From an optimization exercise on the open Yosys and OpenROAD flow, aimed at small area; shortcuts taken in it are not production practice. RTL that was checked went through simulation tests only; none was proved equivalent to the original.

==> flow/design.v <==
module distance_meter
(
    input  wire       sys_clk,
    input  wire       sys_rst_n,
    input  wire       echo,
    output reg        trig,
    output wire [3:0] nixie_cs,
    output wire [7:0] nixie_seg,
    output reg        led_out,
    output reg        beep_out
);
function [15:0] inc(input [15:0] x);
    integer i;
    reg     cy;
    begin
        cy = 1'b1;
        for (i = 0; i < 16; i = i + 1) begin
            inc[i] = x[i] ^ cy;
            cy     = cy & x[i];
        end
    end
endfunction
reg e1, e2, ff1, ff2;
wire rise = e1 & ~e2;
wire fall = e2 & ~e1;
always @(posedge sys_clk or negedge sys_rst_n)
    if (!sys_rst_n) begin
        e1 <= 1'b0; e2 <= 1'b0; ff1 <= 1'b0; ff2 <= 1'b0;
    end else begin
        e1 <= echo; e2 <= e1; ff1 <= fall; ff2 <= ff1;
    end
reg  [3:0]  ph;
wire ph0  = ~|ph[2:0];                    
wire ph12 = ph[3] & ~ph[2] & ~ph[0];      
localparam [8:0] J0 = 9'd46, J1 = 9'd93;
reg [12:0] dr;                
reg [8:0]  j;
reg [4:0]  s;
reg        pend, dcy;         
reg        zreq, zact;        
reg        eqa, is7130;       
wire s_lo = ~|s[4:1];                                    
wire jt   = s_lo ? ((j & 9'b010110111) == 9'b010010101)    
                 : ((j & 9'b101011011) == 9'b001001010);   
wire wrap = is7130 & ((j & 9'b100001011) == 9'b100001011);
wire hi   = e1 & e2;
always @(posedge sys_clk)
    if (rise) begin
        j <= J1; s <= 5'd0;
    end else if (hi) begin
        if (wrap) begin
            j <= J0; s <= 5'd0;
        end else if (jt) begin
            j <= J0;
            s <= s_lo ? s + 5'd15 : s - 5'd2;
        end else
            j <= {j[7:0], ~(j[8] ^ j[4])};
    end
wire cin  = ph0 ? pend : dcy;
wire dbit = ~zact & (dr[0] ^ cin);       
wire k7130 = ~((ph == 4'd0) | (ph == 4'd3) | (ph == 4'd13) | (ph == 4'd2));
wire eqn  = (ph0 | eqa) & (dbit | ~k7130);
always @(posedge sys_clk) begin
    dr   <= {dbit, dr[12:1]};
    dcy  <= cin & dr[0];
    pend <= (hi & jt & ~wrap & ~rise) | (pend & ~ph0 & ~rise);
    zreq <= rise | (hi & wrap) | (zreq & ~ph12);
    if (ph12) zact <= zreq;
    eqa  <= eqn;
    if (ph12) is7130 <= eqn;
end
reg [4:0] c;                  
reg       nw, conv;
always @(posedge sys_clk or negedge sys_rst_n)
    if (!sys_rst_n) c <= 5'd0;
    else            c <= (c == 5'd29) ? 5'd0 : inc(c);
reg         act;              
reg  [12:0] r0, r1, r2, r3, r4, r5, r6;
reg  [9:0]  acc;              
reg  [2:0]  cy;               
wire [12:0] nxt = {cy, acc};  
function [1:0] fa(input a, input b, input c);    
    fa = {(a & b) | (a & c) | (b & c), a ^ b ^ c};
endfunction
wire [2:0] cyi = (act && !ph0) ? cy : 3'd0;
wire [1:0] f1 = fa(r0[0], r1[0], r2[0]);
wire [1:0] f2 = fa(r3[0], r4[0], r5[0]);
wire [1:0] f3 = fa(r6[0], dbit, cyi[0]);
wire [1:0] f4 = fa(f1[0], f2[0], f3[0]);
wire [1:0] f5 = fa(f1[1], f2[1], f3[1]);
wire [1:0] f6 = fa(f5[0], f4[1], cyi[1]);
wire [1:0] f7 = fa(f5[1], f6[1], cyi[2]);
wire [3:0] tot = {f7[1], f7[0], f6[0], f4[0]};
wire start = conv & ph12 & (c >= 5'd2) & (c <= 5'd14);
always @(posedge sys_clk or negedge sys_rst_n)
    if (!sys_rst_n) begin
        ph <= 4'd0; act <= 1'b0;
    end else begin
        ph  <= {ph[2], ph[1] & ~ph12, ph[0], ~(ph[3] ^ ph[2])};
        if (ph12) act <= start;
    end
reg clr;
always @(posedge sys_clk or negedge sys_rst_n)
    if (!sys_rst_n)       clr <= 1'b0;
    else if (c == 5'd29)  clr <= 1'b1;
always @(posedge sys_clk)
    if (act) begin
        r0 <= {dbit,  r0[12:1]};
        r1 <= {r0[0], r1[12:1]};
        r2 <= {r1[0], r2[12:1]};
        r3 <= {r2[0], r3[12:1]};
        r4 <= {r3[0], r4[12:1]};
        r5 <= {r4[0], r5[12:1]};
        r6 <= {r5[0], r6[12:1]};
    end else begin
        r0 <= {r0[0] & clr, r0[12:1]};
        r1 <= {r1[0] & clr, r1[12:1]};
        r2 <= {r2[0] & clr, r2[12:1]};
        r3 <= {r3[0] & clr, r3[12:1]};
        r4 <= {r4[0] & clr, r4[12:1]};
        r5 <= {r5[0] & clr, r5[12:1]};
        r6 <= {r6[0] & clr, r6[12:1]};
    end
always @(posedge sys_clk or negedge sys_rst_n)
    if (!sys_rst_n) begin
        acc <= 10'd0; cy <= 3'd0;
    end else if (act) begin
        acc <= {tot[0], acc[9:1]};
        cy  <= tot[3:1];
    end
reg gt200, gt50;
always @(posedge sys_clk or negedge sys_rst_n)
    if (!sys_rst_n) begin
        gt200 <= 1'b0; gt50 <= 1'b0;
    end else if (ff2) begin
        gt200 <= nxt > 13'd200;
        gt50  <= nxt > 13'd50;
    end
reg  [14:0] w;                
reg  [14:0] bcd;
function [3:0] add3(input [3:0] x);
    add3 = {x[3] | (x[2] & x[0]) | (x[2] & x[1]),
            (x[2] & ~x[1] & ~x[0]) | (x[3] & x[0]),
            (x[1] & ~x[2]) | (x[1] & x[0]) | (x[3] & ~x[0]),
            (~x[3] & ~x[2] & x[0]) | (x[2] & x[1] & ~x[0]) | (x[3] & ~x[0])};
endfunction
wire [14:0] wa = {w[14:12], add3(w[11:8]), add3(w[7:4]), add3(w[3:0])};
wire [3:0]  bi = ~c[3:0];     
wire        nb = nxt[bi];
always @(posedge sys_clk or negedge sys_rst_n)
    if (!sys_rst_n) begin
        nw <= 1'b0; conv <= 1'b0;
    end else begin
        if (ff2) nw <= 1'b1;
        else if (c == 5'd1) nw <= 1'b0;
        if (c == 5'd1) conv <= nw;
        else if (c == 5'd29) conv <= 1'b0;
    end
always @(posedge sys_clk)
    if (!conv) begin
        if (c == 5'd2)
            w <= 15'd0;
        else if (c >= 5'd3 && c <= 5'd15)
            w <= {wa[13:0], nb};
    end
always @(posedge sys_clk)
    if (c == 5'd29 && (conv || !clr)) bcd <= w;
reg [8:0] tb;                 
reg [5:0] ta;                 
reg       tt;                 
reg [6:0] tc;                 
wire bt = tb[0] & ~tb[1] & ~tb[2] & tb[3] & tb[4] & tb[6] & ~tb[7] & ~tb[8];
wire at = ta[5] & ta[4] & ta[0];         
wire ct = tc[6] & tc[5] & tc[1] & tc[0]; 
wire tick = bt & at & tt;                
always @(posedge sys_clk or negedge sys_rst_n)
    if (!sys_rst_n) begin
        tb <= 9'd178; ta <= 6'd0; tt <= 1'b0; tc <= 7'd0; trig <= 1'b0;
    end else begin
        tb <= {tb[7:6], tb[5] & ~bt, tb[4:0], ~(tb[8] ^ tb[4])};
        if (bt) ta <= at ? 6'd0 : inc(ta);
        if (bt & at) tt <= ~tt;
        if (tick) tc <= ct ? 7'd0 : inc(tc);
        trig <= ~|{tc, tt, ta};
    end
always @(posedge sys_clk or negedge sys_rst_n)
    if (!sys_rst_n) begin
        led_out <= 1'b0; beep_out <= 1'b0;
    end else if (!gt200) begin
        led_out <= 1'b1;
        if (!gt50) beep_out <= tt;
    end else begin
        led_out <= 1'b0; beep_out <= 1'b0;
    end
reg       on;
reg [1:0] pos;
always @(posedge sys_clk or negedge sys_rst_n)
    if (!sys_rst_n) begin
        on <= 1'b0; pos <= 2'd0;
    end else if (tick) begin
        on <= 1'b1;
        if (on) pos <= pos + 2'd1;
    end
assign nixie_cs = {on & (pos == 2'd3), on & (pos == 2'd2),
                   on & (pos == 2'd1), on & (pos == 2'd0)};
reg [3:0] dg;
always @(*)
    case (pos)
        2'd0: dg = bcd[3:0];
        2'd1: dg = bcd[7:4];
        2'd2: dg = bcd[11:8];
        default: dg = {1'b0, bcd[14:12]};
    endcase
wire [3:0] D = on ? dg : 4'd0;
assign nixie_seg[0] = D[3] | D[1] | ~(D[2] ^ D[0]);
assign nixie_seg[1] = ~D[2] | ~(D[1] ^ D[0]);
assign nixie_seg[2] = D[2] | ~D[1] | D[0];
assign nixie_seg[3] = D[3] | (~D[2] & ~D[0]) | (D[1] & ~D[0]) | (~D[2] & D[1])
                    | (D[2] & ~D[1] & D[0]);
assign nixie_seg[4] = (~D[2] & ~D[0]) | (D[1] & ~D[0]);
assign nixie_seg[5] = D[3] | (~D[1] & ~D[0]) | (D[2] & ~D[1]) | (D[2] & ~D[0]);
assign nixie_seg[6] = D[3] | (D[2] ^ D[1]) | (D[1] & ~D[0]);
assign nixie_seg[7] = 1'b0;
endmodule
export LEC_CHECK = 0
export CAP_MARGIN = 20
export CORE_MARGIN = 2
export CORE_UTILIZATION = 50
export SLEW_MARGIN = 20
create_clock -name core_clock -period 20.0 [get_ports {sys_clk}]
standard.sh (not shown) runs the stock make flow with config.mk's settings and CLKGATE_MAP_FILE= SYNTH_SCRIPT=/design/flow/synth_recipe.tcl, a recipe that flattens the netlist after the stock synthesis.
==> flow/flow/run.sh <==
#!/bin/bash
# Standard layout, with two changes: the clock tree is built without dummy
# loads and with chosen clusters and buffers, and the ports get the smallest buffer.
set -euo pipefail
export CTS_ARGS="-sink_clustering_enable -repair_clock_nets -dont_use_dummy_load -buf_list sky130_fd_sc_hd__clkbuf_8 -sink_clustering_size 20 -sink_clustering_max_diameter 80"
export BUFFER_PORTS_ARGS="-buffer_cell sky130_fd_sc_hd__buf_1"
bash standard.sh > standard.log 2>&1
Change:
--- a/flow/design.v
+++ b/flow/design.v
@@ -30,7 +30,5 @@
         e1 <= echo; e2 <= e1; ff1 <= fall; ff2 <= ff1;
     end
-reg  [3:0]  ph;
-wire ph0  = ~|ph[2:0];                    
-wire ph12 = ph[3] & ~ph[2] & ~ph[0];      
+reg  [3:0]  ph;               
 localparam [8:0] J0 = 9'd46, J1 = 9'd93;
 reg [12:0] dr;                
@@ -57,7 +55,11 @@
             j <= {j[7:0], ~(j[8] ^ j[4])};
     end
+wire ph0  = (ph == 4'd0);
+wire ph12 = (ph == 4'd12);
 wire cin  = ph0 ? pend : dcy;
 wire dbit = ~zact & (dr[0] ^ cin);       
-wire k7130 = ~((ph == 4'd0) | (ph == 4'd3) | (ph == 4'd13) | (ph == 4'd2));
+wire k7130 = (ph == 4'd1) | (ph == 4'd3) | (ph == 4'd4) | (ph == 4'd6)
+           | (ph == 4'd7) | (ph == 4'd8) | (ph == 4'd9) | (ph == 4'd11)
+           | ph12;
 wire eqn  = (ph0 | eqa) & (dbit | ~k7130);
 always @(posedge sys_clk) begin
@@ -83,5 +85,5 @@
     fa = {(a & b) | (a & c) | (b & c), a ^ b ^ c};
 endfunction
-wire [2:0] cyi = (act && !ph0) ? cy : 3'd0;
+wire [2:0] cyi = (act && ph != 4'd0) ? cy : 3'd0;
 wire [1:0] f1 = fa(r0[0], r1[0], r2[0]);
 wire [1:0] f2 = fa(r3[0], r4[0], r5[0]);
@@ -92,11 +94,11 @@
 wire [1:0] f7 = fa(f5[1], f6[1], cyi[2]);
 wire [3:0] tot = {f7[1], f7[0], f6[0], f4[0]};
-wire start = conv & ph12 & (c >= 5'd2) & (c <= 5'd14);
+wire start = conv & (ph == 4'd12) & (c >= 5'd2) & (c <= 5'd14);
 always @(posedge sys_clk or negedge sys_rst_n)
     if (!sys_rst_n) begin
         ph <= 4'd0; act <= 1'b0;
     end else begin
-        ph  <= {ph[2], ph[1] & ~ph12, ph[0], ~(ph[3] ^ ph[2])};
-        if (ph12) act <= start;
+        ph  <= (ph == 4'd12) ? 4'd0 : inc(ph);
+        if (ph == 4'd12) act <= start;
     end
 reg clr;
After rerunning: Count of clock-buffer cells in the layout stays the same. Critical path depth fell by 2. Via count fell by about 0.37%. Worst hold slack gets worse by 0.0040 ns. Cell count is about the same. Fmax rose by about 0.8%. Synthesized cell count does not change. Worst setup slack gets better by 0.055 ns. Sequential cell count is unchanged.
No functional check of the RTL was part of the second run of this note.

afterwards: timing with drivers on the ports:
In the flow no input, the clock included, has a driving cell. The finished layouts below were timed again as built, in two steps.
Step 1 (the two cells are an assumption about what drives the block):
set clk [get_ports {sys_clk}]
set_driving_cell -lib_cell sky130_fd_sc_hd__clkbuf_16 $clk
set_driving_cell -lib_cell sky130_fd_sc_hd__buf_2 [delete_from_list [all_inputs] $clk]
Step 2 also shifts input and output timing later by t, the mid clock arrival at the registers, as if the neighbouring blocks saw the same clock.
a / b / c = no drivers / after step 1 / after step 2; a / b = the first two.
run	t (ns)	setup slack, ns	clock arrival spread, ns
the first run	0.511	13.154 / 13.122 / 13.633	0.026 / 0.026
the second run	0.506	13.209 / 13.173 / 13.679	0.034 / 0.034
After both steps setup and hold are still met in every run listed.
